Background: an optimization exercise with open tools, aiming at small area, a short achievable clock period and few clock cycles per item. Do not read the settings as production practice. The RTL was checked by simulation tests, not by an equivalence proof against the original design.

==> flow/run.sh <==
#!/bin/bash
# The standard layout (the standard.sh: standard synthesis, floorplan, place,
# CTS, route, finish) with two changes to how it is made:
#  - the repair steps aim at a setup slack margin of 6.5 ns instead of 0, so that
#    they also work on paths shorter than the clock period;
#  - the port buffers that the standard flow inserts are buf_2 cells.
# The constraints (constraint.sdc) are unchanged.
set -euo pipefail
bash standard.sh SETUP_SLACK_MARGIN=6.5 "BUFFER_PORTS_ARGS=-buffer_cell sky130_fd_sc_hd__buf_2" finish > standard.log 2>&1
==> design.v <==
`timescale 1ns / 1ps
module mod_add #(
    parameter WIDTH = 23
)(
    input  wire [WIDTH-1:0] a,
    input  wire [WIDTH-1:0] b,
    input  wire [WIDTH-1:0] q,
    output wire [WIDTH-1:0] res
);
    wire [WIDTH+1:0] x = {2'b0, a};
    wire [WIDTH+1:0] y = {2'b0, b};
    wire [WIDTH+1:0] z = ~{2'b0, q};                     
    wire [WIDTH+1:0] cs = x ^ y ^ z;
    wire [WIDTH+1:0] cc = (x & y) | (x & z) | (y & z);
    wire [WIDTH+1:0] sum = x + y;
    wire [WIDTH+1:0] red = cs + {cc[WIDTH:0], 1'b1};     
    assign res = red[WIDTH+1] ? sum[WIDTH-1:0] : red[WIDTH-1:0];
endmodule
`timescale 1ns / 1ps
module mod_sub #(
    parameter WIDTH = 23
)(
    input  wire [WIDTH-1:0] a,
    input  wire [WIDTH-1:0] b,
    input  wire [WIDTH-1:0] q,
    output wire [WIDTH-1:0] res
);
    wire [WIDTH+1:0] x = {2'b0, a};
    wire [WIDTH+1:0] y = ~{2'b0, b};                     
    wire [WIDTH+1:0] z = {2'b0, q};
    wire [WIDTH+1:0] cs = x ^ y ^ z;
    wire [WIDTH+1:0] cc = (x & y) | (x & z) | (y & z);
    wire [WIDTH+1:0] dif = x - {2'b0, b};
    wire [WIDTH+1:0] cor = cs + {cc[WIDTH:0], 1'b1};     
    assign res = dif[WIDTH+1] ? cor[WIDTH-1:0] : dif[WIDTH-1:0];
endmodule
`timescale 1ns / 1ps
module g1_rom(
    input  wire        clk,
    input  wire [7:0]  k,
    output reg  [39:0] bd
);
    wire [22:0] z =
        k[7] ?
            k[6] ?
                k[5] ?
                    k[4] ?
                        (k[3] ? (k[2] ? (k[1] ? (k[0] ? 23'd822261 : 23'd5399788) : (k[0] ? 23'd6680880 : 23'd891563)) : (k[1] ? (k[0] ? 23'd4727692 : 23'd2913410) : (k[0] ? 23'd3477672 : 23'd7069894))) : (k[2] ? (k[1] ? (k[0] ? 23'd1417091 : 23'd7696111) : (k[0] ? 23'd8296669 : 23'd5974679)) : (k[1] ? (k[0] ? 23'd4038431 : 23'd572058) : (k[0] ? 23'd1321441 : 23'd2547668))))
                      :
                        (k[3] ? (k[2] ? (k[1] ? (k[0] ? 23'd598128 : 23'd621475) : (k[0] ? 23'd7543492 : 23'd5889224)) : (k[1] ? (k[0] ? 23'd6681876 : 23'd5528863) : (k[0] ? 23'd4979239 : 23'd3059983))) : (k[2] ? (k[1] ? (k[0] ? 23'd8152187 : 23'd412555) : (k[0] ? 23'd194510 : 23'd4341843)) : (k[1] ? (k[0] ? 23'd1048079 : 23'd3854033) : (k[0] ? 23'd3264115 : 23'd3202193))))
                  :
                    k[4] ?
                        (k[3] ? (k[2] ? (k[1] ? (k[0] ? 23'd7378455 : 23'd2497089) : (k[0] ? 23'd1672764 : 23'd5681279)) : (k[1] ? (k[0] ? 23'd2346511 : 23'd8252630) : (k[0] ? 23'd7922431 : 23'd5264279))) : (k[2] ? (k[1] ? (k[0] ? 23'd1454394 : 23'd5319963) : (k[0] ? 23'd5899061 : 23'd1706095)) : (k[1] ? (k[0] ? 23'd6039471 : 23'd1199658) : (k[0] ? 23'd1919807 : 23'd6936100))))
                      :
                        (k[3] ? (k[2] ? (k[1] ? (k[0] ? 23'd7865632 : 23'd4846089) : (k[0] ? 23'd8078519 : 23'd3743225)) : (k[1] ? (k[0] ? 23'd2762585 : 23'd127680) : (k[0] ? 23'd8178470 : 23'd3338013))) : (k[2] ? (k[1] ? (k[0] ? 23'd4998893 : 23'd397199) : (k[0] ? 23'd410718 : 23'd8301507)) : (k[1] ? (k[0] ? 23'd1355859 : 23'd2221075) : (k[0] ? 23'd5879857 : 23'd2829165))))
              :
                k[5] ?
                    k[4] ?
                        (k[3] ? (k[2] ? (k[1] ? (k[0] ? 23'd2385895 : 23'd6242666) : (k[0] ? 23'd5125748 : 23'd457423)) : (k[1] ? (k[0] ? 23'd3418119 : 23'd7359120) : (k[0] ? 23'd3750689 : 23'd5267893))) : (k[2] ? (k[1] ? (k[0] ? 23'd5661276 : 23'd2966326) : (k[0] ? 23'd3162675 : 23'd6132153)) : (k[1] ? (k[0] ? 23'd1826286 : 23'd6012205) : (k[0] ? 23'd5272939 : 23'd3790019))))
                      :
                        (k[3] ? (k[2] ? (k[1] ? (k[0] ? 23'd7237774 : 23'd7059465) : (k[0] ? 23'd2032069 : 23'd3739825)) : (k[1] ? (k[0] ? 23'd2343095 : 23'd7426014) : (k[0] ? 23'd1691161 : 23'd4637696))) : (k[2] ? (k[1] ? (k[0] ? 23'd3601357 : 23'd5126575) : (k[0] ? 23'd7408177 : 23'd4606122)) : (k[1] ? (k[0] ? 23'd7946505 : 23'd3121527) : (k[0] ? 23'd3994353 : 23'd3781677))))
                  :
                    k[4] ?
                        (k[3] ? (k[2] ? (k[1] ? (k[0] ? 23'd1007793 : 23'd1798979) : (k[0] ? 23'd4876639 : 23'd2137261)) : (k[1] ? (k[0] ? 23'd2003160 : 23'd6223809) : (k[0] ? 23'd4347790 : 23'd7838993))) : (k[2] ? (k[1] ? (k[0] ? 23'd4254660 : 23'd4124652) : (k[0] ? 23'd6118482 : 23'd2046968)) : (k[1] ? (k[0] ? 23'd2718688 : 23'd4617553) : (k[0] ? 23'd7958480 : 23'd6843584))))
                      :
                        (k[3] ? (k[2] ? (k[1] ? (k[0] ? 23'd550275 : 23'd2780222) : (k[0] ? 23'd4248338 : 23'd5754661)) : (k[1] ? (k[0] ? 23'd2674846 : 23'd4449683) : (k[0] ? 23'd1985283 : 23'd4370778))) : (k[2] ? (k[1] ? (k[0] ? 23'd7816947 : 23'd1582918) : (k[0] ? 23'd86223 : 23'd2317728)) : (k[1] ? (k[0] ? 23'd138401 : 23'd4914925) : (k[0] ? 23'd2723744 : 23'd5978406))))
          :
            k[6] ?
                k[5] ?
                    k[4] ?
                        (k[3] ? (k[2] ? (k[1] ? (k[0] ? 23'd645852 : 23'd6949313) : (k[0] ? 23'd1629220 : 23'd5722904)) : (k[1] ? (k[0] ? 23'd8344869 : 23'd3075597) : (k[0] ? 23'd4710889 : 23'd7777312))) : (k[2] ? (k[1] ? (k[0] ? 23'd1803100 : 23'd4110938) : (k[0] ? 23'd4713638 : 23'd5969615)) : (k[1] ? (k[0] ? 23'd160064 : 23'd5211196) : (k[0] ? 23'd8242533 : 23'd6613043))))
                      :
                        (k[3] ? (k[2] ? (k[1] ? (k[0] ? 23'd8246901 : 23'd5746653) : (k[0] ? 23'd539732 : 23'd2427131)) : (k[1] ? (k[0] ? 23'd1041205 : 23'd3014941) : (k[0] ? 23'd6318032 : 23'd876598))) : (k[2] ? (k[1] ? (k[0] ? 23'd2724820 : 23'd3078951) : (k[0] ? 23'd5268348 : 23'd4190295)) : (k[1] ? (k[0] ? 23'd1970211 : 23'd8004947) : (k[0] ? 23'd4452614 : 23'd369934))))
                  :
                    k[4] ?
                        (k[3] ? (k[2] ? (k[1] ? (k[0] ? 23'd6773559 : 23'd2573395) : (k[0] ? 23'd722827 : 23'd572134)) : (k[1] ? (k[0] ? 23'd144757 : 23'd7414660) : (k[0] ? 23'd3876817 : 23'd6251266))) : (k[2] ? (k[1] ? (k[0] ? 23'd8228267 : 23'd6595502) : (k[0] ? 23'd7145603 : 23'd1516428)) : (k[1] ? (k[0] ? 23'd5783208 : 23'd7468004) : (k[0] ? 23'd6201552 : 23'd4426025))))
                      :
                        (k[3] ? (k[2] ? (k[1] ? (k[0] ? 23'd884120 : 23'd4706889) : (k[0] ? 23'd5526218 : 23'd6279082)) : (k[1] ? (k[0] ? 23'd4351935 : 23'd6506489) : (k[0] ? 23'd2328044 : 23'd2272696))) : (k[2] ? (k[1] ? (k[0] ? 23'd1126296 : 23'd937227) : (k[0] ? 23'd301413 : 23'd6855356)) : (k[1] ? (k[0] ? 23'd7965277 : 23'd794849) : (k[0] ? 23'd6265959 : 23'd4624468))))
              :
                k[5] ?
                    k[4] ?
                        (k[3] ? (k[2] ? (k[1] ? (k[0] ? 23'd3448184 : 23'd2819343) : (k[0] ? 23'd7589759 : 23'd3346691)) : (k[1] ? (k[0] ? 23'd7029453 : 23'd2260648) : (k[0] ? 23'd1670574 : 23'd1441970))) : (k[2] ? (k[1] ? (k[0] ? 23'd1905914 : 23'd6871435) : (k[0] ? 23'd7999772 : 23'd7356083)) : (k[1] ? (k[0] ? 23'd2725992 : 23'd7896224) : (k[0] ? 23'd4874454 : 23'd7378650))))
                      :
                        (k[3] ? (k[2] ? (k[1] ? (k[0] ? 23'd2666931 : 23'd5831596) : (k[0] ? 23'd7119494 : 23'd6914)) : (k[1] ? (k[0] ? 23'd7310896 : 23'd5932198) : (k[0] ? 23'd6344840 : 23'd2005723))) : (k[2] ? (k[1] ? (k[0] ? 23'd5523664 : 23'd715236) : (k[0] ? 23'd7653209 : 23'd4137859)) : (k[1] ? (k[0] ? 23'd5162816 : 23'd5030987) : (k[0] ? 23'd7856828 : 23'd6699798))))
                  :
                    k[4] ?
                        (k[3] ? (k[2] ? (k[1] ? (k[0] ? 23'd966259 : 23'd8371882) : (k[0] ? 23'd7823867 : 23'd7516345)) : (k[1] ? (k[0] ? 23'd5886079 : 23'd4334787) : (k[0] ? 23'd4591870 : 23'd683319))) : (k[2] ? (k[1] ? (k[0] ? 23'd2172826 : 23'd2493053) : (k[0] ? 23'd5759350 : 23'd1832143)) : (k[1] ? (k[0] ? 23'd1971164 : 23'd1503747) : (k[0] ? 23'd6549201 : 23'd6945356))))
                      :
                        (k[3] ? (k[2] ? (k[1] ? (k[0] ? 23'd3557091 : 23'd7191630) : (k[0] ? 23'd4037262 : 23'd6471454)) : (k[1] ? (k[0] ? 23'd6297595 : 23'd5548051) : (k[0] ? 23'd3490981 : 23'd7680160))) : (k[2] ? (k[1] ? (k[0] ? 23'd7792080 : 23'd3533777) : (k[0] ? 23'd3795857 : 23'd7267856)) : (k[1] ? (k[0] ? 23'd4140091 : 23'd4152377) : (k[0] ? 23'd4337571 : 23'd8191))));
    wire [24:0] bx = {1'b0, z, 1'b0};
    integer i;
    reg [39:0] enc;
    reg [2:0]  y;
    always @(*) begin
        for (i = 0; i < 8; i = i + 1) begin
            y = {bx[3*i+2], bx[3*i+1], bx[3*i]} ^ {3{bx[3*i+3]}};
            enc[i]    = ~y[2] & (y[1] ^ y[0]);
            enc[8+i]  = (~y[2] & y[1] & y[0]) | (y[2] & ~y[1] & ~y[0]);
            enc[16+i] = y[2] & (y[1] ^ y[0]);
            enc[24+i] = y[2] & y[1] & y[0];
            enc[32+i] = bx[3*i+3];
        end
    end
    always @(posedge clk) bd <= enc;
endmodule
`timescale 1ns / 1ps
module mont_mul (
    input  wire        clk,
    input  wire [22:0] a,
    input  wire [24:0] a3,       
    input  wire [39:0] bd,       
    output reg  [22:0] res
);
    localparam [23:0] Q = 24'd8380417;
    localparam [45:0] K = 46'h36DB6E000000;
    wire [45:0] row [0:8];
    wire [7:0]  neg = bd[39:32];
    genvar i;
    generate
        for (i = 0; i < 8; i = i + 1) begin : g_pp
            wire [24:0] mag = ({25{bd[i]}}    & {2'b0, a})       |
                              ({25{bd[8+i]}}  & {1'b0, a, 1'b0}) |
                              ({25{bd[16+i]}} & a3)              |
                              ({25{bd[24+i]}} & {a, 2'b0});
            wire [24:0] y = mag ^ {25{neg[i]}};
            wire [25:0] r = {~neg[i], y};
            if (i == 0) begin : g_r0
                assign row[i] = {20'd0, r};
            end else begin : g_ri
                wire [46+3*i:0] sh = {20'd0, r, 2'b0, neg[i-1], {(3*i-3){1'b0}}};
                assign row[i] = sh[45:0];
            end
        end
    endgenerate
    assign row[8] = K | ({45'd0, neg[7]} << 21);
    function [91:0] csa(input [45:0] x, input [45:0] y, input [45:0] z);
        reg [45:0] s, c;
        begin
            s = x ^ y ^ z;
            c = (x & y) | (x & z) | (y & z);
            csa = {s, c[44:0], 1'b0};
        end
    endfunction
    wire [91:0] l1a = csa(row[0], row[1], row[2]);
    wire [91:0] l1b = csa(row[3], row[4], row[5]);
    wire [91:0] l1c = csa(row[6], row[7], row[8]);
    wire [91:0] l2a = csa(l1a[91:46], l1a[45:0], l1b[91:46]);
    wire [91:0] l2b = csa(l1b[45:0], l1c[91:46], l1c[45:0]);
    wire [91:0] l3a = csa(l2a[91:46], l2a[45:0], l2b[91:46]);
    wire [91:0] l4a = csa(l3a[91:46], l3a[45:0], l2b[45:0]);
    reg [45:0] ps, pc;
    always @(posedge clk) begin
        ps <= l4a[91:46];
        pc <= l4a[45:0];
    end
    wire [45:0] p   = ps + pc;
    wire [22:0] lo  = p[22:0];
    wire [10:0] shc = {1'b0, lo[22:13]} + {1'b0, lo[9:0]};
    reg [22:0] hi_r, s_r;
    reg        e_r;
    always @(posedge clk) begin
        hi_r <= p[45:23];
        s_r  <= {shc[9:0], lo[12:0]};
        e_r  <= shc[10] & (lo[9:0] != 10'd0);
    end
    function [49:0] csa25(input [24:0] x, input [24:0] y, input [24:0] z);
        reg [24:0] c;
        begin
            c = (x & y) | (x & z) | (y & z);
            csa25 = {x ^ y ^ z, c[23:0], 1'b0};
        end
    endfunction
    wire [49:0] u1 = csa25({2'd0, hi_r}, {12'd0, s_r[22:10]}, ~{2'd0, s_r});
    wire [24:0] uc = {u1[24:1], e_r};
    wire [25:0] u  = {u1[49:25], 1'b1} + {uc, 1'b1};
    reg  [24:0] u_r;
    always @(posedge clk) u_r <= u[25:1];
    wire [24:0] v  = u_r + {2'd0, Q[22:0]};
    always @(posedge clk) res <= u_r[24] ? v[22:0] : u_r[22:0];
endmodule
`timescale 1ns / 1ps
module ntt_core #(
    parameter WIDTH = 24
)(
    input  wire          clk,
    input  wire          rst_n,
    input  wire          start,
    output reg           done,
    output reg  [7:0]    ram_addr_a,
    output reg           ram_we_a,
    output wire [WIDTH-1:0] ram_wdata_a,
    input  wire [WIDTH-1:0] ram_rdata_a,
    output reg  [7:0]    ram_addr_b,
    output reg           ram_we_b,
    output wire [WIDTH-1:0] ram_wdata_b,
    input  wire [WIDTH-1:0] ram_rdata_b
);
    localparam [22:0] Q = 23'd8380417;
    localparam [10:0] LAST    = 11'd1039;    
    localparam [1:0] S_IDLE = 2'd0, S_RUN = 2'd1, S_DONE = 2'd2;
    reg [1:0]  state;
    function [7:0] arr(input [7:0] G, input [1:0] t);
        reg [5:0] n;
        begin
            n = G[5:0];
            case (G[7:6])
                2'd0: arr = {t, n};
                2'd1: arr = {n[5], n[4], t, n[3], n[0], n[2], n[1]};
                2'd2: arr = {n[5], n[4], n[3], n[0], t, n[2], n[1]};
                default: arr = {n[5], n[0], n[4], n[3], n[2], n[1], t};
            endcase
        end
    endfunction
    function [7:0] maddr(input [2:0] s, input [7:0] j);
        begin
            case (s)
                3'd0: maddr = j;
                3'd1: maddr = {j[6], j[0], j[5], j[4], j[3], j[2], j[1], j[7]};
                3'd2: maddr = {j[6], j[0], j[4], j[2], j[3], j[5], j[1], j[7]};
                3'd3: maddr = {j[6], j[0], j[2], j[3], j[4], j[5], j[1], j[7]};
                default: maddr = {j[0], j[1], j[2], j[3], j[4], j[5], j[6], j[7]};
            endcase
        end
    endfunction
    function [7:0] zk1(input [7:0] G);
        reg [7:0] j;
        begin
            j = arr(G, 2'd0);
            case (G[7:6])
                2'd0: zk1 = 8'd1;
                2'd1: zk1 = {5'd0, 1'b1, j[7:6]};
                2'd2: zk1 = {3'd0, 1'b1, j[7:4]};
                default: zk1 = {1'b0, 1'b1, j[7:2]};
            endcase
        end
    endfunction
    reg  [10:0] cx;
    reg  [8:0]  kq0;
    wire [8:0]  kq1   = kq0 - 9'd1;
    wire [8:0]  kq2   = kq0 - 9'd2;
    wire [8:0]  kq3   = kq0 - 9'd3;
    wire [8:0]  kq4   = kq0 - 9'd4;
    wire        run   = (state == S_RUN);
    wire [1:0]  xph   = run ? cx[1:0] : 2'd1;
    wire        xrd   = (xph == 2'd1) || (xph == 2'd2);
    wire [8:0]  gA    = !run ? 9'd0 : xrd ? kq1 : kq4;
    wire [8:0]  gB    = !run ? 9'd0 : xrd ? kq0 : kq4;
    wire [1:0]  tA    = {xph == 2'd3, xph == 2'd2};
    wire [1:0]  tB    = {xph != 2'd0, xph != 2'd1};
    wire        wr    = !xrd && !kq4[8];
    reg  [7:0]  jA, jB;
    reg  [2:0]  jsA, jsB;
    reg         jwe;
    always @(posedge clk or negedge rst_n) begin
        if (!rst_n) begin
            jwe        <= 1'b0;
            ram_we_a   <= 1'b0;
            ram_we_b   <= 1'b0;
        end else begin
            jwe        <= run && wr;
            ram_we_a   <= jwe && run;
            ram_we_b   <= jwe && run;
        end
    end
    always @(posedge clk) begin
        ram_addr_a <= maddr(jsA, jA);
        ram_addr_b <= maddr(jsB, jB);
        jA  <= arr(gA[7:0], tA);
        jB  <= arr(gB[7:0], tB);
        jsA <= {1'b0, gA[7:6]} + {2'b0, !xrd};
        jsB <= {1'b0, gB[7:6]} + {2'b0, !xrd};
    end
    always @(posedge clk or negedge rst_n) begin
        if (!rst_n) begin
            state <= S_IDLE;
            cx    <= 11'd2;
            kq0   <= 9'd0;
            done  <= 1'b0;
        end else begin
            case (state)
                S_IDLE: begin
                    done <= 1'b0;
                    cx   <= 11'd2;
                    kq0  <= 9'd0;
                    if (start) state <= S_RUN;
                end
                S_RUN: begin
                    cx <= cx + 11'd1;
                    if (cx[1:0] == 2'd3) begin
                        kq0 <= kq0 + 9'd1;
                    end
                    if (cx == LAST + 11'd2) begin
                        state <= S_DONE;
                        done  <= 1'b1;
                    end
                end
                default: begin
                    cx   <= 11'd2;
                    kq0  <= 9'd0;
                    if (!start) begin
                        state <= S_IDLE;
                        done  <= 1'b0;
                    end
                end
            endcase
        end
    end
    wire [7:0]  z1k  = zk1(xph == 2'd3 ? kq2[7:0] : xph == 2'd2 ? kq3[7:0] : kq1[7:0]);
    reg  [7:0]  zidx;
    always @(posedge clk) zidx <= xph[1] ? {z1k[6:0], ~xph[0]} : z1k;
    wire [39:0] zbd;
    g1_rom u_rom (.clk(clk), .k(zidx), .bd(zbd));
    reg [3:0] ph;
    always @(posedge clk or negedge rst_n) begin
        if (!rst_n)
            ph <= 4'b0001;
        else if (state != S_RUN)
            ph <= 4'b0001;
        else
            ph <= {ph[2:0], ph[3]};
    end
    reg [22:0] rA, rB;
    reg [22:0] H3, H0a, H0b, H2a, H2b;
    reg [22:0] mop, bu;
    reg [24:0] mop3;
    reg [22:0] wdA, wdB;
    assign ram_wdata_a = {1'b0, wdA};
    assign ram_wdata_b = {1'b0, wdB};
    always @(posedge clk) begin
        rA <= ram_rdata_a[22:0];
        rB <= ram_rdata_b[22:0];
        if (ph[2]) H3 <= wdB;                
        if (ph[1]) begin
            H0a <= wdA;                      
            H0b <= H0a;
            H2a <= wdB;                      
            H2b <= H2a;
        end
    end
    wire [22:0] mopn = ({23{ph[3]}} & rB) | ({23{ph[0]}} & rB) |
                       ({23{ph[1]}} & H3) | ({23{ph[2]}} & wdA);
    always @(posedge clk) begin
        mop  <= mopn;
        mop3 <= {2'b0, mopn} + {1'b0, mopn, 1'b0};
        bu   <= ({23{ph[3]}} & rA)  | ({23{ph[0]}} & rA) |
                ({23{ph[1]}} & H2b) | ({23{ph[2]}} & H0b);
    end
    wire [22:0] mp;
    mont_mul u_mul (.clk(clk), .a(mop), .a3(mop3), .bd(zbd), .res(mp));
    wire [22:0] bsum, bdif;
    mod_add #(.WIDTH(23)) u_add (.a(bu), .b(mp), .q(Q), .res(bsum));
    mod_sub #(.WIDTH(23)) u_sub (.a(bu), .b(mp), .q(Q), .res(bdif));
    always @(posedge clk) begin
        wdA <= bsum;
        wdB <= bdif;
    end
endmodule
==> config.mk <==
export PLATFORM = sky130hd
export DESIGN_NAME = ntt_core
export DESIGN_NICKNAME = ntt_core
export VERILOG_FILES = /design/flow/design.v
export SDC_FILE = /design/flow/constraint.sdc
export NUM_CORES = 4
export LEC_CHECK = 0
export CAP_MARGIN = 20
export CORE_MARGIN = 2
export CORE_UTILIZATION = 40
export PLACE_DENSITY = 0.6
export SLEW_MARGIN = 20
export TNS_END_PERCENT = 10
==> constraint.sdc <==
create_clock -name core_clock -period 10.0 [get_ports {clk}]
set_input_delay 2.0000 -clock core_clock [delete_from_list [all_inputs] [get_ports {clk}]]
set_output_delay 2.0000 -clock core_clock [all_outputs]
set_load 0.01 [all_outputs]
==> standard.sh <==
#!/bin/bash
# synth_recipe.tcl (not shown) runs the flow's synth.tcl, then flattens the netlist and writes it again
# the make line also repeats each setting of config.mk as NAME=value (left out here)
make -C /OpenROAD-flow-scripts/flow DESIGN_CONFIG=/design/flow/config.mk WORK_HOME=/design/flow/orfs CLKGATE_MAP_FILE= SYNTH_SCRIPT=/design/flow/synth_recipe.tcl "${@:-finish}"
==> impl_metrics.tcl, run 1 <==
set metrics [dict create \
    result_of_the_run "no timing/DRC/antenna violations" \
    placement_row_count 121 \
    dr.first_iter.drc_count 5007 \
    h_tree_depth 2 \
    root_buffer "clkbuf_16" \
    netlist_top_cells_area "dfxtp_1, ha_1, edfxtp_1" \
    max-clock-path-buffers 3 \
    grt_usage_pct 28.2 \
    timing.final.crit_period_ps 4110 \
    floorplan.die_area_um2 112000 \
    yosys_warnings 3 \
    num-nets-final 5506 \
    grt_met3_usage_pct 6.35 \
    core_um2 109000 \
    antenna_left 0 \
    die_span_x_um 335 \
    clock-skew-final_ps 36.2 \
    wire_length_of_the_first_global_routing_pass_mm 243 \
    die_y_um 335 \
    synth_enable_flop_cells 115 \
    final_min_period_over_clock_period_pct 41.1 \
    synth.ff_latch_count 571 \
    syn_avg_cell_area_um2 8.88 \
    tritoncts "yes" \
    clkLatencyLatePin_ps 680 \
    io_pins 118 \
    via_count_of_the_first_global_routing_pass 37500 \
    final_max_slew_viol_count 0 \
    area_growth_syn_to_layout_pct 15.0 \
    final_hold_viol_count 0 \
    worst_ep_required_time_ps 10560 \
    report.final.setup_viol 0 \
    grt.busiest_layer "met2" \
    setup.worst_path.class "flip-flop to flip-flop" \
    gr-total-overflow 0 \
    min-delay-path-class "flip-flop to flip-flop" \
    setup_ws_ps 5890 \
    syn_area_um2 43900 \
    dp_worst_setup_slack_ps 5030 \
    grt_setup_unrepaired "yes" \
    via_count 39500 \
    remaining_drc_errors 0 \
    synth_top_area_share_pct 19.5 \
    tightest_slew_ps 1090 \
    yosysUniqueCellTypes 96 \
    grt_use_met2_pct 43.4 \
    buffer_ports.inserted 113 \
    timing.setup.tns_ps 0 \
    yosys.area.top_type "dfxtp_1" \
    dp.final_hpwl_mm 110 \
    placedInstanceArea_um2 45300 \
    synth-seq-area-share_pct 29.0 \
    gp_congestion 1.03 \
    final_cell_area_um2 50500 \
    synth-async-reset-ratio_pct 5.08 \
    finalHoldWorstSlack_ps 394 \
    yosys_most_used_dff "dfxtp_1" \
    fmax_mhz 243 \
    tritoncts_num_sinks 571 \
    grt_antenna_before_repair 11 \
    route.detailed.wl_per_inst_um 25.8 \
    critical_path.startpoint_type "flip-flop" \
    mostFrequentLayoutCells "inv_1, dfxtp_1, xnor2_1" \
    start_util_pct 40.3 \
    pin_count_of_the_biggest_net_entering_global_routing 97 \
    drive_gt1_share_pct 15.6 \
    worst_setup_path_end_kind "flip-flop" \
    worst_setup_hold_path_clk_slew_ps 60 \
    slew_headroom_pct 25.2 \
    drv.max_cap_violation_count 0 \
    synthesis.instances 4947 \
    cts-buffers-inserted 61 \
    leading_cell_type_in_the_layout_fill_and_taps_excluded "inv_1" \
    hold_buf_count_cts 0 \
    initial_drt_pass_iterations 9 \
    met1_demand_to_capacity_share_in_global_routing_pct 37.4 \
    route.final.wire_length_mm 165 \
    arrival_ps 4670 \
    detail_route.vias_per_cell 6.18 \
    timing.critical_path.fanout_max 5 \
]
[flip-flops by register name, summed over array words and instances, names as in the netlist, 9 cells and up]
register    flops
rA             23
u_mul.ps       46
H2b            23
u_mul.u_r      24
H0b            23
u_mul.pc       40
H3             23
cx             11
wdB            23
rB             23
u_mul.res      23
u_rom.bd       39
bu             23
wdA            23
H2a            23
u_mul.s_r      23
mop3           25
H0a            23
u_mul.hi_r     23
mop            22
kq0             9
[what timing repair did]
action,4_1_cts,5_1_grt
buffers inserted,60,53
pin swaps,27,58
setup endpoints to repair,182,189
gates cloned,12,4
resized for setup,232,162
[cell type report]
class | count | area [µm²]
repair buffers | 307 | 2650
inverters | 454 | 1730
fillers | 10400 | 58400
diodes | 2 | 5.00
multi-input cells | 3533 | 29200
clock inverters | 30 | 478
well taps | 1414 | 1770
flip-flops and latches | 571 | 12800
clock buffers | 85 | 1800
[worst max-delay path, stage by stage, from the launching register on]
cell and delay [ps]:
dfrtp_2 400, or2_4 270, buf_12 160, a222oi_1 670, inv_1 200, ha_4 240, fa_2 400, a21o_1 180
a21oi_2 160, nor2b_2 80, o31ai_4 280, a21oi_4 120, buf_4 150, buf_6 110, a21oi_4 150, o21bai_1 100
a21oi_1 170, xnor2_1 150
[routing by layer]
| layer | up-vias | part of all wire (%) |
|---|---|---|
| li1 | 17700 | - |
| met1 | 19000 | 41 |
| met2 | 2270 | 43 |
| met3 | 556 | 10 |
| met4 | 10 | 5.7 |
| met5 | - | 0.042 |
[per-stage QoR]
stage / util (%) / instances
final: 46.4 / 6396
after global routing: 46.4 / 6394
after CTS: 45.4 / 6336
after detailed placement: 41.6 / 6149
after global placement: 41.6 / 6149
after floorplan: - / 4948
[cell usage after synthesis (43+ instances only)]
library cell / count
inv_1: 439
dfxtp_1: 427
ha_1: 360
nor2_1: 332
o21ai_0: 316
xnor2_1: 316
nand2_1: 298
a21oi_1: 288
clkbuf_1: 281
a221oi_1: 175
fa_1: 167
a22o_1: 163
edfxtp_1: 115
nor3_1: 89
xor2_1: 86
nand3_1: 67
a222oi_1: 62
buf_2: 59
buf_1: 47
nand2b_1: 47
a31oi_1: 46
a211oi_1: 45
a21o_1: 45
o211ai_1: 45
mux4_2: 43
[cell families (layout without fill, tap and decap cells)]
family,count (synthesis),after routing,share of synthesized area [%]
XOR/XNOR,402,402,8.02
buffers and inverters,849,876,7.48
other,1,4,0.00854
multiplexers,92,92,3.38
adder cells (fa/ha/maj),528,528,17.9
flip-flops,571,571,29.0
AO/OA/AOI/OAI,1477,1481,23.5
AND/OR/NAND/NOR,1027,1028,10.8
[final timing paths]
kind,end,start,cells after the start,slack [ps]
max in group asynchronous,ph[1],rst_n,1,8130
setup reg to reg,mop3[17],ph[3],17,5890
setup / recovery,mop3[17],ph[3],17,5890
hold reg to reg,u_mul.s_r[0],u_mul.ps[0],0,390
hold / removal,u_mul.s_r[0],u_mul.ps[0],0,390
min in group asynchronous,cx[4],rst_n,1,1370
Testbench counts, summed over its fixed seeds: cycles 25,008, transforms 24.
==> run 2: changes to the inputs <==
--- a/design.v
+++ b/design.v
@@ -40,5 +40,6 @@
     input  wire [7:0]  k,
-    output reg  [39:0] bd
+    output reg  [22:0] z,
+    output reg  [24:0] z3
 );
-    wire [22:0] z =
+    wire [22:0] zt =
         k[7] ?
@@ -89,17 +90,8 @@
                         (k[3] ? (k[2] ? (k[1] ? (k[0] ? 23'd3557091 : 23'd7191630) : (k[0] ? 23'd4037262 : 23'd6471454)) : (k[1] ? (k[0] ? 23'd6297595 : 23'd5548051) : (k[0] ? 23'd3490981 : 23'd7680160))) : (k[2] ? (k[1] ? (k[0] ? 23'd7792080 : 23'd3533777) : (k[0] ? 23'd3795857 : 23'd7267856)) : (k[1] ? (k[0] ? 23'd4140091 : 23'd4152377) : (k[0] ? 23'd4337571 : 23'd8191))));
-    wire [24:0] bx = {1'b0, z, 1'b0};
-    integer i;
-    reg [39:0] enc;
-    reg [2:0]  y;
-    always @(*) begin
-        for (i = 0; i < 8; i = i + 1) begin
-            y = {bx[3*i+2], bx[3*i+1], bx[3*i]} ^ {3{bx[3*i+3]}};
-            enc[i]    = ~y[2] & (y[1] ^ y[0]);
-            enc[8+i]  = (~y[2] & y[1] & y[0]) | (y[2] & ~y[1] & ~y[0]);
-            enc[16+i] = y[2] & (y[1] ^ y[0]);
-            enc[24+i] = y[2] & y[1] & y[0];
-            enc[32+i] = bx[3*i+3];
-        end
+    reg  [22:0] zr;
+    always @(posedge clk) begin
+        zr <= zt;
+        z  <= zr;
+        z3 <= {2'b0, zr} + {1'b0, zr, 1'b0};
     end
-    always @(posedge clk) bd <= enc;
 endmodule
@@ -108,5 +100,5 @@
     input  wire        clk,
-    input  wire [22:0] a,
-    input  wire [24:0] a3,       
-    input  wire [39:0] bd,       
+    input  wire [39:0] ad,       
+    input  wire [22:0] b,
+    input  wire [24:0] b3,       
     output reg  [22:0] res
@@ -116,3 +108,3 @@
     wire [45:0] row [0:8];
-    wire [7:0]  neg = bd[39:32];
+    wire [7:0]  neg = ad[39:32];
     genvar i;
@@ -120,6 +112,6 @@
         for (i = 0; i < 8; i = i + 1) begin : g_pp
-            wire [24:0] mag = ({25{bd[i]}}    & {2'b0, a})       |
-                              ({25{bd[8+i]}}  & {1'b0, a, 1'b0}) |
-                              ({25{bd[16+i]}} & a3)              |
-                              ({25{bd[24+i]}} & {a, 2'b0});
+            wire [24:0] mag = ({25{ad[i]}}    & {2'b0, b})       |
+                              ({25{ad[8+i]}}  & {1'b0, b, 1'b0}) |
+                              ({25{ad[16+i]}} & b3)              |
+                              ({25{ad[24+i]}} & {b, 2'b0});
             wire [24:0] y = mag ^ {25{neg[i]}};
@@ -307,7 +299,15 @@
     end
-    wire [7:0]  z1k  = zk1(xph == 2'd3 ? kq2[7:0] : xph == 2'd2 ? kq3[7:0] : kq1[7:0]);
+    reg  [8:0]  zg;
+    reg  [1:0]  zp;
+    always @(posedge clk) begin
+        zg <= (xph == 2'd0) ? kq3 : (xph == 2'd1) ? kq2 : kq0;
+        zp <= xph + 2'd1;
+    end
+    wire [7:0]  z1k  = zk1(zg[7:0]);
     reg  [7:0]  zidx;
-    always @(posedge clk) zidx <= xph[1] ? {z1k[6:0], ~xph[0]} : z1k;
-    wire [39:0] zbd;
-    g1_rom u_rom (.clk(clk), .k(zidx), .bd(zbd));
+    always @(posedge clk)
+        zidx <= (zp == 2'd1) ? {z1k[6:0], 1'b1} : (zp == 2'd2) ? {z1k[6:0], 1'b0} : z1k;
+    wire [22:0] zv;
+    wire [24:0] zv3;
+    g1_rom u_rom (.clk(clk), .k(zidx), .z(zv), .z3(zv3));
     reg [3:0] ph;
@@ -323,4 +323,4 @@
     reg [22:0] H3, H0a, H0b, H2a, H2b;
-    reg [22:0] mop, bu;
-    reg [24:0] mop3;
+    reg [39:0] mad;
+    reg [22:0] bu;
     reg [22:0] wdA, wdB;
@@ -341,10 +341,23 @@
                        ({23{ph[1]}} & H3) | ({23{ph[2]}} & wdA);
+    wire [24:0] mx = {1'b0, mopn, 1'b0};
+    reg  [39:0] menc;
+    reg  [2:0]  my;
+    integer di;
+    always @(*) begin
+        for (di = 0; di < 8; di = di + 1) begin
+            my = {mx[3*di+2], mx[3*di+1], mx[3*di]} ^ {3{mx[3*di+3]}};
+            menc[di]    = ~my[2] & (my[1] ^ my[0]);
+            menc[8+di]  = (~my[2] & my[1] & my[0]) | (my[2] & ~my[1] & ~my[0]);
+            menc[16+di] = my[2] & (my[1] ^ my[0]);
+            menc[24+di] = my[2] & my[1] & my[0];
+            menc[32+di] = mx[3*di+3];
+        end
+    end
     always @(posedge clk) begin
-        mop  <= mopn;
-        mop3 <= {2'b0, mopn} + {1'b0, mopn, 1'b0};
-        bu   <= ({23{ph[3]}} & rA)  | ({23{ph[0]}} & rA) |
-                ({23{ph[1]}} & H2b) | ({23{ph[2]}} & H0b);
+        mad <= menc;
+        bu  <= ({23{ph[3]}} & rA)  | ({23{ph[0]}} & rA) |
+               ({23{ph[1]}} & H2b) | ({23{ph[2]}} & H0b);
     end
     wire [22:0] mp;
-    mont_mul u_mul (.clk(clk), .a(mop), .a3(mop3), .bd(zbd), .res(mp));
+    mont_mul u_mul (.clk(clk), .ad(mad), .b(zv), .b3(zv3), .res(mp));
     wire [22:0] bsum, bdif;
==> impl_metrics.tcl, run 2 <==
set metrics [dict create \
    most_common_cell_in_the_netlist "dfxtp_1" \
    gp_congestion 1.04 \
    tritoncts_num_sinks 604 \
    final_max_slew_viol_count 0 \
    antenna-diode-count 0 \
    grt_usage_pct 27.5 \
    path_common_cell "nor2_1" \
    hold_buf_count_cts 0 \
    dp_worst_setup_slack_ps 5440 \
    yosys_warnings 3 \
    dpl.cell_count 6387 \
    route.detailed.wl_per_inst_um 24.9 \
    drv.max_cap_violation_count 0 \
    h_tree_depth 3 \
    area_growth_syn_to_layout_pct 12.2 \
    worst_setup_path_end_kind "flip-flop" \
    synthesis.instances 5114 \
    synth.ff_latch_count 604 \
    antenna_left 0 \
    fill_cell_total_of_the_finished_layout 10800 \
    placedInstanceArea_um2 46300 \
    mostFrequentLayoutCells "inv_1, dfxtp_1, nand2_1" \
    timing.critical_path.slowest_stage_cell "nor2_1" \
    clock-skew-final_ps 71.1 \
    dp.final_hpwl_mm 117 \
    wire_length_of_the_first_global_routing_pass_mm 244 \
    grt_antenna_before_repair 3 \
    setup.worst_path.class "flip-flop to flip-flop" \
    synth_enable_flop_cells 115 \
    yosys_most_used_dff "dfxtp_1" \
    core_um2 111000 \
    tightest_slew_ps 1150 \
    die_span_x_um 339 \
    floorplan.die_area_um2 115000 \
    final_cell_area_um2 50300 \
    cts-buffers-inserted 68 \
    final_min_period_over_clock_period_pct 36.4 \
    critical_path.startpoint_type "flip-flop" \
    result_of_the_run "no timing/DRC/antenna violations" \
    netlist_top_cells_count "dfxtp_1, inv_1, nand2_1" \
    buffer_ports.inserted 113 \
    yosysUniqueCellTypes 102 \
    root_buffer "clkbuf_16" \
    via_count 39800 \
    syn_area_um2 44800 \
    remaining_drc_errors 0 \
    top_register "u_mul.ps" \
    die_y_um 339 \
    timing.critical_path.fanout_max 21 \
    met1_demand_to_capacity_share_in_global_routing_pct 36.4 \
    initial_drt_pass_iterations 9 \
    final_hold_viol_count 0 \
    gr-total-overflow 0 \
    fmax_mhz 274 \
    placement_row_count 122 \
    utilization_pct 45.3 \
    io_pins 118 \
    grt_met3_usage_pct 5.14 \
    critical_path.max_stage_delay_ps 570 \
    min-delay-path-class "flip-flop to flip-flop" \
    num-nets-final 5591 \
    worst_setup_hold_path_clk_slew_ps 60 \
    stdcell_count 6569 \
    via_count_of_the_first_global_routing_pass 37900 \
    synth-seq-area-share_pct 29.9 \
    leading_cell_type_in_the_layout_fill_and_taps_excluded "inv_1" \
    clkLatencyLatePin_ps 660 \
    report.final.setup_viol 0 \
    timing.critical_path.cells "buf_8 > clkinv_2 > buf_4 > ha_1 > nor2_1 > nor2_1 > o21ai_0 > a211oi_1 > a211oi_2 > a21oi_1 > a21o_1" \
    grt_use_met2_pct 43.0 \
    start_util_pct 40.4 \
    dr.first_iter.drc_count 4881 \
    netlist_top_cells_area "dfxtp_1, ha_1, edfxtp_1" \
    setup_ws_ps 6360 \
    timing.setup.tns_ps 0 \
    max-clock-path-buffers 3 \
    largest_register_ff_count 46 \
    arrival_ps 4160 \
    slew_headroom_pct 22.9 \
    worst_ep_required_time_ps 10520 \
    tritoncts "yes" \
    route.final.wire_length_mm 164 \
    detail_route.vias_per_cell 6.05 \
    grt.busiest_layer "met2" \
    timing.final.crit_period_ps 3640 \
    yosys.area.top_type "dfxtp_1" \
    pin_count_of_the_biggest_net_entering_global_routing 142 \
    synth-async-reset-ratio_pct 4.80 \
    grt_setup_unrepaired "yes" \
    synth_top_area_share_pct 20.5 \
    drive_gt1_share_pct 13.0 \
    top_regs "u_mul.ps (46), u_mul.pc (40), mad (39)" \
    syn_avg_cell_area_um2 8.77 \
]
run 2: cell types whose count changed after synthesis, sizes merged, moves of 22 or more:
| cell | previous run | this run |
|---|---|---|
| nand2 | 298 | 352 |
| a21oi | 288 | 337 |
| clkbuf | 283 | 324 |
| dfxtp | 427 | 460 |
| mux4 | 43 | 16 |
| inv | 449 | 425 |
| a21o | 45 | 68 |
| nand3 | 67 | 90 |
| a211oi | 45 | 67 |
| buf | 112 | 90 |
run 2: layout make-up:
class	count	area, µm²	area share, %
Clock buffer	84	1870	3.72
Clock inverter	39	507	1.01
Inverter	429	1630	3.25
Multi-Input combinational cell	3668	29100	57.8
Sequential cell	604	13500	26.8
Tap cell	1488	1860	3.70
Timing Repair Buffer	257	1860	3.69
run 2: critical path, delay by kind of cell (launching register included):
family	cells	cell delay, ps
DFF	1	340
adders and majority gates	1	310
AOI/OAI and AO/OA	5	1260
and+or+nand+nor	2	920
buffers and inverters	3	670
run 2: path summary, 6_finish.rpt:
kind                             startpoint           end  slack [ps]  cells past startpoint
min in group asynchronous             rst_n        kq0[1]        1400                      1
worst min-delay path            u_rom.zr[9]    u_rom.z[9]         340                      0
worst min register to register  u_rom.zr[9]    u_rom.z[9]         340                      0
worst max register to register      zidx[0]  u_rom.zr[21]        6360                     11
max in group asynchronous             rst_n         ph[1]        8090                      1
worst max-delay path                zidx[0]  u_rom.zr[21]        6360                     11
run 2: stage by stage:
stage                     hold slack, ps
final                                342
after global routing                 358
after CTS                            354
after detailed placement             374
after global placement               370
after floorplan                      337
run 2: cells by family (layout without fill, tap and decap cells):
kind of cell / count (synthesis) / after routing / share of synthesized area [%]
fa+ha+maj: 513 / 513 / 17.1
xor+xnor: 413 / 413 / 8.07
other cells: 1 / 2 / 0.00837
compound gates: 1610 / 1610 / 25.2
flops: 604 / 604 / 29.9
mux: 58 / 58 / 1.78
buf+inv: 843 / 809 / 7.22
simple gates: 1072 / 1072 / 10.8
run 2: metal layers:
metal | wire length, µm | share of wire [%] | vias to the layer above
met1 | 67200 | 41 | 19000
met3 | 14800 | 9.1 | 508
met4 | 9450 | 5.8 | 4
met5 | 28 | 0.017 | -
met2 | 72200 | 44 | 2093
li1 | - | - | 18200
run 2: timing repair:
action	CTS	global route
gates resized for setup	123	162
pin swaps	14	29
setup buffers	15	35
setup endpoints to repair	117	144
gates cloned	4	0
endpoints found under the hold margin	0	0
Testbench counts of run 2, summed over its fixed seeds: cycles 25,008, transforms 24.
==> run 3: changes to the inputs <==
--- a/config.mk
+++ b/config.mk
@@ -10,2 +10,3 @@
 export CORE_UTILIZATION = 40
+export CTS_BUF_LIST = sky130_fd_sc_hd__clkbuf_8
 export PLACE_DENSITY = 0.6
==> impl_metrics.tcl, run 3 <==
set metrics [dict create \
    mostFrequentLayoutCells "inv_1, dfxtp_1, nand2_1" \
    placement_row_count 122 \
    report.final.setup_viol 0 \
    pin_count_of_the_biggest_net_entering_global_routing 142 \
    area_growth_syn_to_layout_pct 11.4 \
    netlist_top_cells_count "dfxtp_1, inv_1, nand2_1" \
    hold_buf_count_cts 0 \
    max-clock-path-buffers 3 \
    synth-async-reset-ratio_pct 4.80 \
    utilization_pct 45.0 \
    dp.final_hpwl_mm 117 \
    met1_demand_to_capacity_share_in_global_routing_pct 36.1 \
    die_span_x_um 339 \
    syn_avg_cell_area_um2 8.77 \
    synthesis.instances 5114 \
    num-nets-final 5606 \
    min-delay-path-class "flip-flop to flip-flop" \
    yosys_most_used_dff "dfxtp_1" \
    slew_headroom_pct 19.2 \
    leading_cell_type_in_the_layout_fill_and_taps_excluded "inv_1" \
    worst_setup_path_end_kind "flip-flop" \
    io_pins 118 \
    synth-seq-area-share_pct 29.9 \
    cts-buffers-inserted 102 \
    via_count_of_the_first_global_routing_pass 38200 \
    syn_area_um2 44800 \
    tritoncts_num_sinks 604 \
    fmax_mhz 271 \
    yosys.area.top_type "dfxtp_1" \
    grt_met3_usage_pct 5.29 \
    gr-total-overflow 0 \
    synth_enable_flop_cells 115 \
    core_um2 111000 \
    root_buffer "clkbuf_8" \
    final_hold_viol_count 0 \
    antenna_left 0 \
    final_max_slew_viol_count 0 \
    worst_ep_required_time_ps 10560 \
    start_util_pct 40.4 \
    grt_setup_unrepaired "yes" \
    yosysUniqueCellTypes 102 \
    route.final.wire_length_mm 163 \
    grt_use_met2_pct 42.8 \
    tritoncts "yes" \
    h_tree_depth 3 \
    drive_gt1_share_pct 12.9 \
    dr.first_iter.drc_count 4685 \
    worst_setup_hold_path_clk_slew_ps 60 \
    drv.max_cap_violation_count 0 \
    top_regs "u_mul.ps (46), u_mul.pc (40), mad (39)" \
    netlist_top_cells_area "dfxtp_1, ha_1, edfxtp_1" \
    floorplan.die_area_um2 115000 \
    clock-skew-final_ps 88.3 \
    buffer_ports.inserted 113 \
    tightest_slew_ps 1210 \
    via_count 39900 \
    remaining_drc_errors 0 \
    timing.final.crit_period_ps 3690 \
    die_y_um 339 \
    timing.critical_path.fanout_max 21 \
    grt_usage_pct 27.5 \
    largest_register_ff_count 46 \
    yosys_warnings 3 \
    route.detailed.wl_per_inst_um 24.7 \
    gp_congestion 1.04 \
    grt_antenna_before_repair 6 \
    synth.ff_latch_count 604 \
    grt.busiest_layer "met2" \
    result_of_the_run "no timing/DRC/antenna violations" \
    timing.setup.tns_ps 0 \
    final_min_period_over_clock_period_pct 36.9 \
    clkLatencyLatePin_ps 780 \
    arrival_ps 4240 \
    top_register "u_mul.ps" \
    setup.worst_path.class "flip-flop to flip-flop" \
    most_common_cell_in_the_netlist "dfxtp_1" \
    detail_route.vias_per_cell 6.03 \
    wire_length_of_the_first_global_routing_pass_mm 244 \
    initial_drt_pass_iterations 7 \
    critical_path.startpoint_type "flip-flop" \
    synth_top_area_share_pct 20.5 \
]
run 3: changes by cell type in the layout (fill, tap and decap cells not counted), sizes merged:
cell / delta
buf: -19
bufbuf: -1
bufinv: +5
clkbuf: +35
clkinvlp: +1
diode: +4
inv: +26
run 3: cells by family after synthesis:
family / count (synthesis) / synth area share, %
xor gates and xnor gates: 413 / 8.07
DFF: 604 / 29.9
muxes: 58 / 1.78
AOI/OAI and AO/OA: 1610 / 25.2
adders and majority gates: 513 / 17.1
buffers and inverters: 843 / 7.22
and+or+nand+nor: 1072 / 10.8
other: 1 / 0.00837
run 3: area by class of cell:
class                      count  area [µm²]
fill                       10900       61100
multi-input combinational   3668       29000
sequential                   604       13500
tap                         1488        1860
timing repair buffer         238        1700
clock buffer                 118        1620
inverter                     429        1620
clock inverter                71         663
antenna                        4        10.0
run 3: metrics by stage:
step | hold WS [ps] | worst slack [ps] | area [µm²] | cells
after CTS | 372 | 6320 | 49300 | 6597
after detailed placement | 374 | 5440 | 46300 | 6387
after global placement | 370 | 5380 | 46300 | 6387
after floorplan | 337 | 6530 | 44800 | 5115
after global routing | 377 | 6370 | 49900 | 6617
final | 363 | 6310 | 49900 | 6620
run 3: layer usage:
metal / routed length (µm) / up-vias
li1: - / 18200
met1: 67100 / 19100
met2: 71800 / 2096
met3: 14600 / 519
met4: 9700 / 6
met5: 40 / -
run 3: worst paths after layout:
check	from	slack (ps)	to	cells past startpoint
worst min register to register	u_rom.zr[14]	360	u_rom.z[14]	0
worst min-delay path	u_rom.zr[14]	360	u_rom.z[14]	0
min in group asynchronous	rst_n	1310	kq0[2]	1
max in group asynchronous	rst_n	8170	ph[1]	1
worst max-delay path	zidx[0]	6310	u_rom.zr[9]	13
worst max register to register	zidx[0]	6310	u_rom.zr[9]	13
run 3: repair_timing:
item                                    CTS  global route
endpoints found under the setup margin  115           146
endpoints found under the hold margin     0             0
gates resized for setup                 119           123
cloned                                    2             1
setup buffers                            19            13
pin swaps                                13            24
run 3: worst max-delay path: stages, from the launching register on:
cell and delay (ps):
dfxtp_1 320, buf_8 190, clkinv_2 120, buf_4 260, ha_1 180, buf_4 270, nor2b_1 520, nor2_1 230
nand2_1 240, nand2_1 220, a21oi_1 390, o21ai_0 130, o211ai_1 290, o31ai_1 130
==> run 4: changes to the inputs <==
==> flow/run.sh (replaced) <==
#!/bin/bash
# The standard layout (the standard.sh: standard synthesis, floorplan, place,
# CTS, route, finish) with two changes to how it is made:
#  - the repair steps aim at a setup slack margin of 6.8 ns instead of 0, so that
#    they also work on paths shorter than the clock period;
#  - the port buffers that the standard flow inserts are buf_2 cells.
# The constraints (constraint.sdc) are unchanged.
set -euo pipefail
bash standard.sh SETUP_SLACK_MARGIN=6.8 "BUFFER_PORTS_ARGS=-buffer_cell sky130_fd_sc_hd__buf_2" finish > standard.log 2>&1
==> impl_metrics.tcl, run 4 <==
set metrics [dict create \
    post_synth_mux_area_share_pct 1.78 \
    arrival_ps 3970 \
    netlist_top_cells_area "dfxtp_1, ha_1, edfxtp_1" \
    post_synth_xor_area_fraction_pct 8.07 \
    utilization_pct 46.3 \
    max-clock-path-buffers 3 \
    h_tree_depth 3 \
    tightest_slew_ps 1230 \
    mostFrequentLayoutCells "inv_1, dfxtp_1, nand2_1" \
    num-nets-final 5659 \
    area_growth_syn_to_layout_pct 14.6 \
    dr.first_iter.drc_count 4702 \
    timing.final.crit_period_ps 3410 \
    final_min_period_over_clock_period_pct 34.1 \
    clkLatencyLatePin_ps 770 \
    synth_top_area_share_pct 20.5 \
    most_common_cell_in_the_netlist "dfxtp_1" \
    remaining_drc_errors 0 \
    synth-seq-area-share_pct 29.9 \
    largest_register_ff_count 46 \
    leading_cell_type_in_the_layout_fill_and_taps_excluded "inv_1" \
    timing.critical_path.fanout_max 47 \
    synth.ff_latch_count 604 \
    via_count 40300 \
    initial_drt_pass_iterations 9 \
    floorplan.die_area_um2 115000 \
    synth_enable_flop_cells 115 \
    min_delay_path_depth 0 \
    die_y_um 339 \
    dpl.cell_count 6387 \
    slew_headroom_pct 17.1 \
    buffer_ports.inserted 113 \
    worst_setup_path_end_kind "flip-flop" \
    via_count_of_the_first_global_routing_pass 37800 \
    min-delay-path-class "flip-flop to flip-flop" \
    final_cell_area_um2 51400 \
    tritoncts "yes" \
    yosys_warnings 3 \
    top_register "u_mul.ps" \
    final_max_slew_viol_count 0 \
    fmax_mhz 293 \
    core_um2 111000 \
    worst_setup_hold_path_clk_slew_ps 70 \
    placedInstanceArea_um2 46400 \
    worst_ep_required_time_ps 10560 \
    dp_worst_setup_slack_ps 4870 \
    netlist_top_cells_count "dfxtp_1, inv_1, nand2_1" \
    grt_setup_unrepaired "yes" \
    route.detailed.wl_per_inst_um 25.1 \
    route.final.wire_length_mm 167 \
    yosys.area.top_type "dfxtp_1" \
    syn_area_um2 44800 \
    result_of_the_run "no timing/DRC/antenna violations" \
    io_pins 118 \
    top_regs "u_mul.ps (46), u_mul.pc (40), mad (39)" \
    dp.final_hpwl_mm 118 \
    die_span_x_um 339 \
    finalHoldWorstSlack_ps 327 \
    start_util_pct 40.4 \
    pin_count_of_the_biggest_net_entering_global_routing 193 \
    report.final.setup_viol 0 \
    combinational_family_with_the_most_area_after_synthesis "compound AO/OA/AOI/OAI gates" \
    yosys.area_share.simple_pct 10.8 \
    gr-total-overflow 0 \
    stdcell_count 6672 \
    root_buffer "clkbuf_8" \
    grt_usage_pct 27.7 \
    setup_ws_ps 6590 \
    synthesis.instances 5114 \
    wire_length_of_the_first_global_routing_pass_mm 245 \
    tritoncts_num_sinks 604 \
    detail_route.vias_per_cell 6.03 \
    drv.max_cap_violation_count 0 \
    grt_antenna_before_repair 3 \
    antenna_left 0 \
    placement_row_count 122 \
    gp_congestion 1.03 \
    yosys_most_used_dff "dfxtp_1" \
    drive_gt1_share_pct 17.0 \
    setup.worst_path.class "flip-flop to flip-flop" \
    fill_cell_total_of_the_finished_layout 10800 \
    critical_path.startpoint_type "flip-flop" \
    synth_compound_area_share_pct 25.2 \
    reg2reg_depth 9 \
    yosysUniqueCellTypes 102 \
    final_hold_viol_count 0 \
    clock-skew-final_ps 77.6 \
    cts-buffers-inserted 102 \
    synth-async-reset-ratio_pct 4.80 \
    syn_avg_cell_area_um2 8.77 \
    timing.setup.tns_ps 0 \
    synth_fa_ha_area_share_pct 17.1 \
]
## run 4: cell count changes in the layout (fill, tap and decap cells not counted), moves of 11 or more
| cell | delta |
|---|---|
| dfxtp_4 | +34 |
| buf_4 | +38 |
| a221oi_1 | -25 |
| a221oi_2 | +25 |
| inv_1 | -28 |
| a21oi_1 | -11 |
| ha_1 | -18 |
| o21ai_0 | -18 |
| dfxtp_1 | -36 |
| buf_6 | +12 |
## run 4: cell families (layout without fill, tap and decap cells)
logic type      count (synthesis)  after routing
compound gates               1610           1610
buf+inv                       843            910
flops                         604            604
other cells                     1              4
xor+xnor                      413            413
mux                            58             58
simple gates                 1072           1072
fa+ha+maj                     513            513
## run 4: cell type report
cell class              instances  area (µm²)  area share, %
flip-flops and latches        604       13600           26.5
repair buffers                291        2200           4.29
well taps                    1488        1860           3.63
inverters                     429        1670           3.25
clock inverters                74         762           1.48
diodes                          2        5.00        0.00975
clock buffers                 116        1600           3.11
multi-input cells            3668       29600           57.7
## run 4: timing repair
item                       in CTS  in global routing
setup endpoints to repair     224                222
resized for setup             270                231
hold buffers                    0                  0
gates cloned                    2                  4
setup buffers                  23                 63
pin swaps                      29                 84
## run 4: metal layers
metal  up-vias  global-route usage [%]  share of wire, %
li1      18300                       -                 -
met1     19400                    37.2                41
met2      2010                    42.7                44
met3       503                    5.22               8.8
met4         4                    13.8               5.7
met5         -                       0             0.013
## run 4: final timing paths
path / from / end / slack (ps)
worst min-delay path: u_mul.ps[2] / u_mul.s_r[2] / 330
max in group asynchronous: rst_n / ph[2] / 8160
worst min register to register: u_mul.ps[2] / u_mul.s_r[2] / 330
worst max-delay path: zidx[2] / u_rom.zr[19] / 6590
min in group asynchronous: rst_n / kq0[0] / 1280
worst max register to register: zidx[2] / u_rom.zr[19] / 6590
## run 4: worst max-delay path, cell delays in order, from the launching register on
cell and delay (ps):
dfxtp_4 480, inv_1 90, buf_4 570, nand2_1 690, and3_1 420, a211o_1 260, o311ai_0 100, o211ai_1 180
o211ai_1 230, o21ai_2 170
==> run 5: changes to the inputs <==
--- a/config.mk
+++ b/config.mk
@@ -13,2 +13,2 @@
 export SLEW_MARGIN = 20
-export TNS_END_PERCENT = 10
+export TNS_END_PERCENT = 5
==> impl_metrics.tcl, run 5 <==
set metrics [dict create \
    tritoncts "yes" \
    via_count 40200 \
    netlist_top_cells_count "dfxtp_1, inv_1, nand2_1" \
    initial_drt_pass_iterations 8 \
    arrival_ps 4070 \
    rr_startpoint "zidx[0]" \
    top_regs "u_mul.ps (46), u_mul.pc (40), mad (39)" \
    slew_headroom_pct 24.9 \
    die_y_um 339 \
    top_register "u_mul.ps" \
    grt_usage_pct 27.7 \
    synth-async-reset-ratio_pct 4.80 \
    syn_avg_cell_area_um2 8.77 \
    worst_setup_path_end_kind "flip-flop" \
    timing.final.crit_period_ps 3440 \
    timing.setup.tns_ps 0 \
    worst_hold_path.endpoint "u_rom.z[14]" \
    tritoncts_num_sinks 604 \
    yosys.area.top_type "dfxtp_1" \
    final_hold_viol_count 0 \
    yosys_warnings 3 \
    timing.rr.end "u_rom.zr[20]" \
    route.detailed.wl_per_inst_um 24.8 \
    min_delay_path_depth 0 \
    pin_count_of_the_biggest_net_entering_global_routing 142 \
    detail_route.vias_per_cell 6.03 \
    utilization_pct 46.3 \
    synthesis.instances 5114 \
    core_um2 111000 \
    finalHoldWorstSlack_ps 366 \
    min-delay-path-class "flip-flop to flip-flop" \
    grt_antenna_before_repair 5 \
    root_buffer "clkbuf_8" \
    area_growth_syn_to_layout_pct 14.6 \
    netlist_top_cells_area "dfxtp_1, ha_1, edfxtp_1" \
    reg2reg_depth 11 \
    leading_cell_type_in_the_layout_fill_and_taps_excluded "inv_1" \
    die_span_x_um 339 \
    final_min_period_over_clock_period_pct 34.4 \
    clkLatencyLatePin_ps 780 \
    dp.final_hpwl_mm 117 \
    wire_length_of_the_first_global_routing_pass_mm 246 \
    start_util_pct 40.4 \
    final_max_slew_viol_count 0 \
    gr-total-overflow 0 \
    max-clock-path-buffers 3 \
    dr.first_iter.drc_count 4530 \
    result_of_the_run "no timing/DRC/antenna violations" \
    report.final.setup_viol 0 \
    critical_path.startpoint_type "flip-flop" \
    num-nets-final 5654 \
    setup.worst_path.class "flip-flop to flip-flop" \
    mostFrequentLayoutCells "inv_1, dfxtp_1, nand2_1" \
    hold_buf_count_cts 0 \
    floorplan.die_area_um2 115000 \
    worst_ep_required_time_ps 10630 \
    timing.critical_path.fanout_max 18 \
    antenna_left 0 \
    drv.max_cap_violation_count 0 \
    worstHoldStart "u_rom.zr[14]" \
    yosysUniqueCellTypes 102 \
    h_tree_depth 3 \
    clock-skew-final_ps 87.6 \
    gp_congestion 1.04 \
    drive_gt1_share_pct 16.9 \
    largest_register_ff_count 46 \
    worst_setup_hold_path_clk_slew_ps 60 \
    via_count_of_the_first_global_routing_pass 38600 \
    yosys_most_used_dff "dfxtp_1" \
    worst-r2r-setup-slack_ps 6560 \
    cts-buffers-inserted 102 \
    route.final.wire_length_mm 166 \
    synth_top_area_share_pct 20.5 \
    fmax_mhz 290 \
    grt_setup_unrepaired "yes" \
    remaining_drc_errors 0 \
    placement_row_count 122 \
    tightest_slew_ps 1120 \
    most_common_cell_in_the_netlist "dfxtp_1" \
    synth_enable_flop_cells 115 \
    synth.ff_latch_count 604 \
    io_pins 118 \
    syn_area_um2 44800 \
    buffer_ports.inserted 113 \
    synth-seq-area-share_pct 29.9 \
]
## run 5: cell counts after synthesis
No cell type changed its count.
## run 5: cells by family after synthesis
family | count (synthesis) | synth area share, %
AOI/OAI and AO/OA | 1610 | 25.2
muxes | 58 | 1.78
and+or+nand+nor | 1072 | 10.8
xor gates and xnor gates | 413 | 8.07
DFF | 604 | 29.9
other | 1 | 0.00837
buffers and inverters | 843 | 7.22
adders and majority gates | 513 | 17.1
## run 5: worst max-delay path by stage
stage                    end  cells after the start  slack, ps   startpoint
2_1_floorplan   u_mul.ps[21]                      9       6530      mad[37]
3_3_place_gp    u_rom.zr[12]                     13       5380      zidx[0]
3_5_place_dp    u_rom.zr[12]                     13       5440      zidx[0]
4_1_cts                 done                      1       6650         done
5_1_grt        u_mul.s_r[22]                     17       6540  u_mul.ps[4]
6_report        u_rom.zr[20]                     11       6560      zidx[0]
## run 5: critical path: stages (launching register included)
cell and delay [ps]:
dfxtp_4 400, buf_12 190, ha_1 170, buf_4 360, nand2_1 240, a21oi_1 720, nor2_1 210, a21oi_1 230
o221ai_1 220, a21oi_1 200, a21oi_1 140, a21oi_1 240
## run 5: final cells by class
| type | count | area [µm²] |
|---|---|---|
| fill | 10800 | 59600 |
| antenna | 4 | 10.0 |
| clock buffer | 118 | 1620 |
| inverter | 429 | 1630 |
| sequential | 604 | 13600 |
| timing repair buffer | 286 | 2320 |
| tap | 1488 | 1860 |
| multi-input combinational | 3668 | 29600 |
| clock inverter | 71 | 663 |
## run 5: through the flow
stage	std cells	setup slack [ps]	area, µm²
2_1_floorplan	5115	6530	44800
3_3_place_gp	6387	5380	46300
3_5_place_dp	6387	5440	46300
4_1_cts	6627	6650	50400
5_1_grt	6665	6540	51400
6_report	6668	6560	51400
## run 5: routing by layer
metal | vias up | share of wire [%] | routed length, µm | GRT usage [%]
met5 | - | 0.014 | 24 | 0
met4 | 4 | 6.0 | 9940 | 14.5
met3 | 508 | 8.8 | 14500 | 5.59
met2 | 2087 | 44 | 73200 | 43.3
met1 | 19200 | 41 | 67900 | 36.2
li1 | 18300 | - | - | -
## run 5: repair_timing
action	4_1_cts	5_1_grt
endpoints found under the setup margin	219	225
pin swaps	48	50
gates cloned	3	2
hold endpoints to repair	0	0
buffers inserted	48	30
resized for setup	358	172

-- static timing again, ports no longer ideal --
No port has a modelled driver above. Below, the same layouts with a new extraction and two added sets of constraints. Step 1 sets driving cells, clkbuf_16 on the clock port and buf_2 on the other inputs (assumed; they add their load-dependent delay and slew). Step 2 also shifts input and output timing later by t, the mid clock arrival at the registers, as if the neighbouring blocks saw the same clock. Three values: no drivers, after step 1, after step 2; two values: the first two.
| run | t, ns | slack for setup (ns) | worst setup path after step 2 | latest minus earliest clock arrival (ns) | cell pins on the clock port's net |
|---|---|---|---|---|---|
| run 1 | 0.728 | 5.892 / 5.892 / 5.892 | register to register | 0.040 / 0.039 | 1 |
| run 2 | 0.702 | 6.356 / 6.356 / 6.356 | register to register | 0.077 / 0.076 | 1 |
| run 3 | 0.810 | 6.312 / 6.312 / 6.312 | register to register | 0.092 / 0.092 | 1 |
| run 4 | 0.811 | 6.587 / 6.587 / 6.587 | register to register | 0.082 / 0.081 | 1 |
| run 5 | 0.811 | 6.557 / 6.557 / 6.557 | register to register | 0.092 / 0.092 | 1 |
After both steps every run listed still meets setup and hold.
